Background: an optimization exercise with open tools, aiming at small area and a short achievable clock period. Do not read the settings as production practice. Where RTL was checked, it was by simulation tests only, not by an equivalence proof against the original. For run 2, only the layout was checked, not whether the RTL still works. Power is estimated from default activity; no workload was simulated.

## flow/design.v (module list and top-level ports; edited modules follow where they fit)
// module alu_top: 24 lines
// module ALU: 939 lines
// module ha: 6 lines
// module fa: 6 lines
module alu_top(CLK, OP1, OP2, OPRN, OUT, ZERO);
  // ...
==> flow/flow/run.sh <==
#!/bin/bash
set -euo pipefail
bash standard.sh SETUP_SLACK_MARGIN=21.5 finish > standard_flow.log 2>&1
==> flow/standard.sh <==
#!/bin/bash
# synth_recipe.tcl (not shown) runs the flow's synth.tcl, then flattens the netlist and writes it again
# the make line also repeats each setting of config.mk as NAME=value (left out here)
make -C /OpenROAD-flow-scripts/flow DESIGN_CONFIG=/design/flow/config.mk WORK_HOME=/design/flow/orfs CLKGATE_MAP_FILE= SYNTH_SCRIPT=/design/flow/synth_recipe.tcl "${@:-finish}"
==> flow/config.mk <==
export PLATFORM = sky130hd
export DESIGN_NAME = alu_top
export DESIGN_NICKNAME = alu_top
export VERILOG_FILES = /design/flow/design.v
export SDC_FILE = /design/flow/constraint.sdc
export NUM_CORES = 4
export LEC_CHECK = 0
export CAP_MARGIN = 20
export CORE_MARGIN = 2
export CORE_UTILIZATION = 40
export SLEW_MARGIN = 20
export SYNTH_HIERARCHICAL = 1
export SYNTH_MINIMUM_KEEP_SIZE = 0
==> flow/constraint.sdc <==
create_clock -name core_clock -period 29.5 [get_ports {CLK}]
set_input_delay 5.9000 -clock core_clock [delete_from_list [all_inputs] [get_ports {CLK}]]
set_output_delay 5.9000 -clock core_clock [all_outputs]
set_load 0.01 [all_outputs]
==> results.txt, run 1 <==
* Status: finished clean
* N_diodes at 0
* Post-route cell area at 20,100 µm²
* Largest registers: op1_q: 32 flops, op2_q: 32 flops, out_q: 32 flops
* Sw frac at 0.516
* CTS sink cnt at 101
* Worst VDD drop at 56.1 µV
* Commonest non-fill, non-tap cell in the layout: xnor2_1
* Crit path max-delay family: adder cells
* Setup TNS at 0 ps
* # fillers at 4,173
* RD Place Congestion at 0.971
* Most frequent cells in the layout: xnor2_1 (310), o22ai_1 (250), fa_1 (222), inv_1 (111), clkdlybuf4s50_1 (101)
* Die Wd at 212 µm
* Crit Path Category: reg -> reg
* Post-place setup slack at 20,330 ps
* CLK BUF at 9
* P_sw at 679 µW
* Largest net degree at the start of global routing at 45
* Multi-input logic area at 14,700 µm²
* Die Area at 45,100 µm²
* R2r setup slk at 21,660 ps
* Sequential cell power at 188 µW
* PwrDens at 65.5 nW/µm²
* CTS resizes at 43
* Global Route Usage Sum at 0.308
* Detail Route Antenna Nets at 0
* Post-DP Area at 19,100 µm²
* Htree depth at 3
* Critical Path Start Type: flip-flop
* Max Fclk at 128 MHz
* Sequential Power Share at 0.143
* Post-CTS Setup Inserts at 11
* Avg WL per Cell at 27.8 µm
* Crit path max fanout at 38
* Share of cells above drive strength 1 at 0.104
* Fraction of area in multi-input gates at 0.729
* Taps Inserted at 585
* Violation count after the first detailed-route iteration at 2,236
* Initial Util at 0.404
* RSZ-0062 raised after global routing: yes
* Hold depth at 4
* PortBufs at 101
* Max-Cap Viols at 0
* Clock Pin Slew Worst Setup and Hold Paths at 80 ps
==> run 2: changes to the inputs <==
--- a/flow/design.v
+++ b/flow/design.v
@@ -27,35 +27,33 @@
 `timescale 1ns/10ps
 module ALU(OUT, ZERO, OP1, OP2, OPRN);
 	input [(32 -1):0] OP1;
 	input [(32 -1):0] OP2;
 	input [(6 -1):0] OPRN;
 	output [(32 -1):0] OUT;
 	output ZERO;
 	wire [3:0] op = OPRN[3:0];
-	wire is_mul = (op == 4'h3);
-	wire is_shl = (op == 4'h4);
 	wire is_shr = (op == 4'h5);
 	wire is_and = (op == 4'h6);
 	wire is_or  = (op == 4'h7);
 	wire is_nor = (op == 4'h8);
-	wire is_sh  = is_shl | is_shr;
+	wire is_sh  = (op == 4'h4) | is_shr;
 	wire is_log = is_and | is_or | is_nor;
 	wire is_sub = (op == 4'h2) | (op == 4'ha) | (op == 4'hb) | (op == 4'he) | (op == 4'hf);
-	wire is_ari = ~(is_mul | is_sh | is_log);
+	wire is_ari = ~((op == 4'h3) | is_sh | is_log);
+	wire m_rev = ~op[3] & op[2] & op[0];            
+	wire m_sh  = ~op[3] & op[2];                    
+	wire m_mul = ~op[3] & ~op[2] & op[1] & op[0];   
+	wire m_ari = op[3] | (~op[2] & ~(op[1] & op[0]));   
 	wire [31:0] arev;
 	genvar gi;
 	generate for (gi = 0; gi < 32; gi = gi + 1) begin : rev_a
 		assign arev[gi] = OP1[31-gi];
 	end endgenerate
-	wire m_rev = ~op[3] & op[2] & op[0];            
-	wire m_sh  = ~op[3] & op[2];                    
-	wire m_mul = ~op[3] & ~op[2] & op[1] & op[0];   
-	wire m_ari = op[3] | (~op[2] & ~(op[1] & op[0]));
 	wire [31:0] x = m_rev ? arev : OP1;
 	wire [32:0] yb = {OP2, 1'b0};
 	wire sh_ok = ~|OP2[31:5];
 	wire [15:0] one, two, neg;
 	generate for (gi = 0; gi < 16; gi = gi + 1) begin : enc
 		wire y0 = yb[2*gi], y1 = yb[2*gi+1], y2 = yb[2*gi+2];
 		wire hit = (OP2[4:1] == gi);
 		assign one[gi] = (m_sh & hit & ~OP2[0]) | (m_mul & (y0 ^ y1)) | (m_ari & (gi == 0));
@@ -811,19 +809,33 @@
 	wire s220, c220;
 	fa u_fa220(s220, c220, s217, s218, c204);
 	wire s221, c221;
 	fa u_fa221(s221, c221, s219, c205, s220);
 	wire hs17, hc17;
 	ha u_ha17(hs17, hc17, c206, s221);
 	wire [31:0] ms = {hs17, s207, hs16, s179, hs15, s153, hs14, s129, hs13, hs12, hs11, s88, hs10, s70, hs9, hs8, s47, hs7, s34, hs6, hs5, hs4, s15, hs3, hs2, s6, hs1, s2, hs0, s0, pp0_1, pp0_0};
 	wire [31:0] mc = {c207, 1'b0, c179, 1'b0, c153, 1'b0, c129, 1'b0, hc12, hc11, c88, 1'b0, c70, 1'b0, hc8, c47, 1'b0, c34, 1'b0, hc5, hc4, c15, 1'b0, hc2, c6, 1'b0, c2, 1'b0, c0, 1'b0, 1'b0, neg[0]};
-	wire [31:0] fx = ms;
-	wire [31:0] fy = mc | ({32{is_ari}} & (OP2 ^ {32{is_sub}}));
+	wire [31:0] by = {32{is_ari}} & (OP2 ^ {32{is_sub}});
 	wire fci = is_ari & is_sub;
+	wire [31:0] lg = ({32{is_and}} & (OP1 & OP2)) | ({32{is_or}} & (OP1 | OP2)) | ({32{is_nor}} & ~(OP1 | OP2));
+	wire sh_zero = is_sh & ~sh_ok;   
+	wire sel_s = ~is_shr & ~is_log & ~sh_zero;
+	wire sel_r = is_shr & sh_ok;
+	wire zfix = is_log ? ~|lg : sh_zero;   
+	wire zuse = ~is_log;                  
+	alu_fin u_fin(OUT, ZERO, ms, mc, by, fci, sel_s, sel_r, lg, zfix, zuse);
+endmodule
+module alu_fin(OUT, ZERO, ms, mc, by, fci, sel_s, sel_r, lg, zfix, zuse);
+	output [31:0] OUT;
+	output ZERO;
+	input [31:0] ms, mc, by, lg;
+	input fci, sel_s, sel_r, zfix, zuse;
+	wire [31:0] fx = ms;
+	wire [31:0] fy = mc | by;
 	wire [31:0] pg_p = fx ^ fy;
 	wire [31:0] pg_g = fx & fy;
 	wire G0_0 = pg_g[0] | (pg_p[0] & fci);
 	wire G1_0 = pg_g[1] | (pg_p[1] & G0_0);
 	wire G3_2 = pg_g[3] | (pg_p[3] & pg_g[2]);
 	wire P3_2 = pg_p[3] & pg_p[2];
 	wire G5_4 = pg_g[5] | (pg_p[5] & pg_g[4]);
 	wire P5_4 = pg_p[5] & pg_p[4];
@@ -949,25 +961,24 @@
 	wire G27_0 = G27_16 | (P27_16 & G15_0);
 	wire G28_0 = G28_16 | (P28_16 & G15_0);
 	wire G29_0 = G29_16 | (P29_16 & G15_0);
 	wire G30_0 = G30_16 | (P30_16 & G15_0);
 	wire G31_0 = G31_16 | (P31_16 & G15_0);
 	wire [31:0] cy = {G30_0, G29_0, G28_0, G27_0, G26_0, G25_0, G24_0, G23_0, G22_0, G21_0, G20_0, G19_0, G18_0, G17_0, G16_0, G15_0, G14_0, G13_0, G12_0, G11_0, G10_0, G9_0, G8_0, G7_0, G6_0, G5_0, G4_0, G3_0, G2_0, G1_0, G0_0, fci};
 	wire [31:0] sum = pg_p ^ cy;
 	wire [31:0] srev;
+	genvar gi;
 	generate for (gi = 0; gi < 32; gi = gi + 1) begin : rev_s
 		assign srev[gi] = sum[31-gi];
 	end endgenerate
-	wire [31:0] lg = ({32{is_and}} & (OP1 & OP2)) | ({32{is_or}} & (OP1 | OP2)) | ({32{is_nor}} & ~(OP1 | OP2));
-	wire sh_zero = is_sh & ~sh_ok;   
-	assign OUT = ({32{~is_shr & ~is_log & ~sh_zero}} & sum) | ({32{is_shr & sh_ok}} & srev) | lg;
+	assign OUT = ({32{sel_s}} & sum) | ({32{sel_r}} & srev) | lg;
 	wire [31:0] zq = {fx[30:0] | fy[30:0], 1'b0} | {32{fci}};
-	wire zs = &(~(fx ^ fy ^ zq));
-	assign ZERO = is_log ? ~|lg : (sh_zero | zs);
+	wire zs = ~|(fx ^ fy ^ zq);
+	assign ZERO = zfix | (zuse & zs);
 endmodule
 module ha(s, co, a, b);
 	input a, b;
 	output s, co;
 	assign s = a ^ b;
 	assign co = a & b;
 endmodule
 module fa(s, co, a, b, c);
==> results.txt, run 2 <==
* Status: finished clean (unchanged)
* PortBufs at 101 (unchanged)
* Final hold violation count at 0 (unchanged)
* Vias per std cell at 6.16 (was 6.46)
* Die Wd at 216 µm (was 212 µm)
* Largest registers: op1_q: 32 flops, op2_q: 32 flops, out_q: 32 flops (unchanged)
* Total Wirelength at 67,800 µm (was 70,300 µm)
* Setup TNS at 0 ps (unchanged)
* Fin crit share at 0.265 (was 0.266)
* FF-to-FF path depth at 23 (unchanged)
* Die Area at 46,500 µm² (was 45,100 µm²)
* Slew Limit Fails at 0 (unchanged)
* Final setup margin at 21,690 ps (was 21,660 ps)
* Slowest stage delay, CP at 990 ps (was 510 ps)
* Core box area at 44,200 µm² (was 43,000 µm²)
* Chip height at 216 µm (was 212 µm)
* Final #Nets at 2,324 (was 2,340)
* Clock skew at 12.0 ps (was 14.5 ps)
* RD Place Congestion at 0.950 (was 0.971)
* Post-place setup slack at 20,770 ps (was 20,330 ps)
* Grt ovf at 0 (unchanged)
* Crit Path Category: reg -> reg (unchanged)
* # rows at 77 (was 76)
* Hold depth at 3 (was 4)
* Clock Pin Slew Worst Setup and Hold Paths at 70 ps (was 80 ps)
* Slew margin rel. at 0.227 (was 0.185)
* Worst EP required at 29,780 ps (was 29,800 ps)
* Min Tclk post-route at 7810 ps (was 7840 ps)
* PwrDens at 67.6 nW/µm² (was 65.5 nW/µm²)
* Total CTS buffers at 9 (unchanged)
* CP Buf/Inv Count at 2 (was 4)
* Worst VDD drop at 46.9 µV (was 56.1 µV)
* Post-DP HPWL at 49,400 µm (was 49,300 µm)
* Commonest non-fill, non-tap cell in the layout: xnor2_1 (unchanged)
* Synthesis Warnings at 7 (unchanged)
* Slowest CP cell: mux2i_2 (was fa_1)
* Synthesis-to-layout area growth at 12.1% (was 15.7%)
* Max-Cap Viols at 0 (unchanged)
* R2r setup slk at 21,690 ps (was 21,660 ps)
* CTS tree: done (unchanged)
* Post-DP Area at 19,200 µm² (was 19,100 µm²)
* CP arrival at 8090 ps (was 8140 ps)
* R2r endpoint: out_q[31] (was zero_q)
* Routed vias at 15,600 (was 16,400)
* R2R Path Start: oprn_q[2] (unchanged)
* CTS sink cnt at 101 (unchanged)
* Htree depth at 3 (unchanged)
* RSZ-0062 raised after global routing: no (was yes)
* Initial antenna violation count at 1 (unchanged)
* First-pass GRT wire length at 101,000 µm (was 103,000 µm)
* Setup-failing EPs final at 0 (unchanged)
* CTS root buf: clkbuf_16 (unchanged)
* Vias in the first global route at 16,000 (was 16,200)
* Post-synthesis average cell area at 9.52 µm² (was 9.08 µm²)
* Crit path max-delay family: adder cells (unchanged)
* Global Route Usage Sum at 0.289 (was 0.308)
* Crit path max fanout at 21 (was 38)
* Worst hold start: op1_q[12] (was op2_q[1])
* Post-CTS Hold Buffers at 0 (unchanged)
* Max Fclk at 128 MHz (about the same)
* First-pass iteration count of the detailed router at 6 (was 5)
* Worst Hold Endpoint: out_q[12] (was out_q[1])
* # IOs at 104 (unchanged)
* Most frequent cells in the layout: xnor2_1 (321), o22ai_1 (261), fa_1 (228), inv_1 (119), nor2_1 (114) (was xnor2_1 (310), o22ai_1 (250), fa_1 (222), inv_1 (111), clkdlybuf4s50_1 (101))
* Crit-path cells: nor2b_4 > buf_12 > nand2_8 > mux2i_2 > o22ai_1 > xnor2_1 > fa_1 > fa_1 > fa_1 > fa_1 > fa_1 > ha_1 > fa_1 > or2_2 > inv_1 > ha_1 > a21oi_1 > nand2_1 > a21oi_1 > o21ai_2 > a211o_2 > or4b_1 > nand3_1 (was nor2b_2 > buf_12 > nand2_2 > buf_16 > mux2i_1 > buf_4 > o22ai_1 > xnor2_1 > fa_1 > fa_1 > fa_1 > fa_1 > fa_1 > fa_1 > fa_2 > or2_2 > inv_1 > ha_2 > and3_1 > or4_1 > or4_4 > nor4b_4 > a211o_1)
* Synth Instances at 1,881 (was 1,915)
* HP Class: reg -> reg (unchanged)
* Post-route cell area at 20,100 µm² (about the same)
* Static leakage at 0.00840 µW (was 0.00821 µW)
* Initial Util at 0.405 (was 0.404)
* Clock Latency Late Sink at 350 ps (was 360 ps)
* Avg WL per Cell at 26.9 µm (was 27.8 µm)
* Post-Syn Area at 17,900 µm² (was 17,400 µm²)
* Violation count after the first detailed-route iteration at 1,751 (was 2,236)
* Detail Route Antenna Nets at 0 (unchanged)
* Drt drc at 0 (unchanged)
* Critical Path Start Type: flip-flop (unchanged)
* Largest net degree at the start of global routing at 48 (was 45)
* Share of cells above drive strength 1 at 0.113 (was 0.104)
* Worst Setup End Kind: flip-flop (unchanged)
* Tightest Pin Transition at 1140 ps (was 1210 ps)
* Clock Path Buffers at 2 (unchanged)
* Most frequent CP cell: fa_1 (unchanged)
-- run 2: cell count changes in the layout (fill, tap and decap cells not counted), moves of 12 or more --
cell	delta
a21oi_1	-20
a221o_1	+17
a22o_1	+31
buf_4	+23
conb_1	+13
maj3_1	+31
nand2_1	-50
nor2_1	+34
o2111ai_1	-36
o21ai_0	-16
o311ai_0	-30
or2_2	+12
-- run 2: how the worst max path moves through the flow --
stage / startpoint / end / depth (start not counted)
2_1_floorplan: op2_q[3] / out_q[0] / 26
3_3_place_gp: oprn_q[2] / zero_q / 22
3_5_place_dp: oprn_q[2] / zero_q / 22
4_1_cts: oprn_q[2] / zero_q / 23
5_1_grt: op2_q[1] / zero_q / 24
6_report: oprn_q[2] / out_q[31] / 23
-- run 2: cell type report --
type                            instances  area [µm²]
Antenna cell                            1        2.50
Clock buffer                            9         225
Clock inverter                          7        81.3
Fill cell                            4213       24200
Inverter                              121         454
Multi-Input combinational cell       1508       14800
Sequential cell                       101        2020
Tap cell                              592         741
Timing Repair Buffer                  185        1760
-- run 2: worst register-to-register path, stage by stage, from the launching register on --
cell and delay, ps:
dfxtp_1 560, nor2b_4 250, buf_12 150, nand2_8 240, mux2i_2 1000, o22ai_1 190, xnor2_1 200, fa_1 420
fa_1 460, fa_1 460, fa_1 560, fa_1 430, ha_1 200, fa_1 400, or2_2 330, inv_1 70
ha_1 320, a21oi_1 190, nand2_1 60, a21oi_1 170, o21ai_2 110, a211o_2 370, or4b_1 510, nand3_1 110
-- run 2: metrics by stage --
| stage | total power (µW) | instances | util | hold slack [ps] |
|---|---|---|---|---|
| final | 1360 | 2524 | 0.454 | 871 |
| after CTS | 1340 | 2507 | 0.448 | 861 |
| after detailed placement | 1210 | 2471 | 0.435 | 846 |
| after global placement | 1200 | 2471 | 0.435 | 841 |
| after global routing | 1440 | 2523 | 0.454 | 892 |
| after floorplan | 867 | 1893 | - | 647 |
-- run 2: routing by layer --
metal / wire (µm) / part of all wire / global-route usage / up-vias
met5: 0 / 0 / 0 / -
met4: 2900 / 0.043 / 0.105 / 0
met3: 6850 / 0.10 / 0.0636 / 213
met2: 30300 / 0.45 / 0.450 / 1003
met1: 27700 / 0.41 / 0.393 / 7689
li1: - / - / - / 6645
-- run 2: what timing repair did --
action,4_1_cts,5_1_grt
setup endpoints to repair,19,15
buffers inserted,18,15
gates resized for setup,10,19
gates cloned,2,1
hold endpoints to repair,0,0
pin swaps,3,4
-- run 2: power breakdown --
| group | leakage (µW) | internal [µW] | switching, µW |
|---|---|---|---|
| registers | 0.000852 | 167 | 18.5 |
| logic | 0.00740 | 434 | 613 |
| clock network | 0.000146 | 67.2 | 56.6 |

-- separate check: timing with driven ports --
No port has a modelled driver above. Below, the same layouts with a new extraction and two added sets of constraints. Step 1: set_driving_cell puts a clkbuf_16 on CLK and a buf_2 on each other input, an assumption about the parent block. Step 2 times the ports against the registers' clock, not the clock port: input delays grow and output delays shrink by t, the midpoint of the rising clock arrivals with the driver on. Three values: ideal, step 1, step 2; two values: the first two.
| run | shift t [ns] | slack for setup (ns) | worst setup path after step 2 | cell pins on the clock port's net |
|---|---|---|---|---|
| run 1 | 0.384 | 21.660 / 21.660 / 21.660 | register to register | 1 |
| run 2 | 0.387 | 21.690 / 21.690 / 21.690 | register to register | 1 |
After both steps every run listed still meets setup and hold.
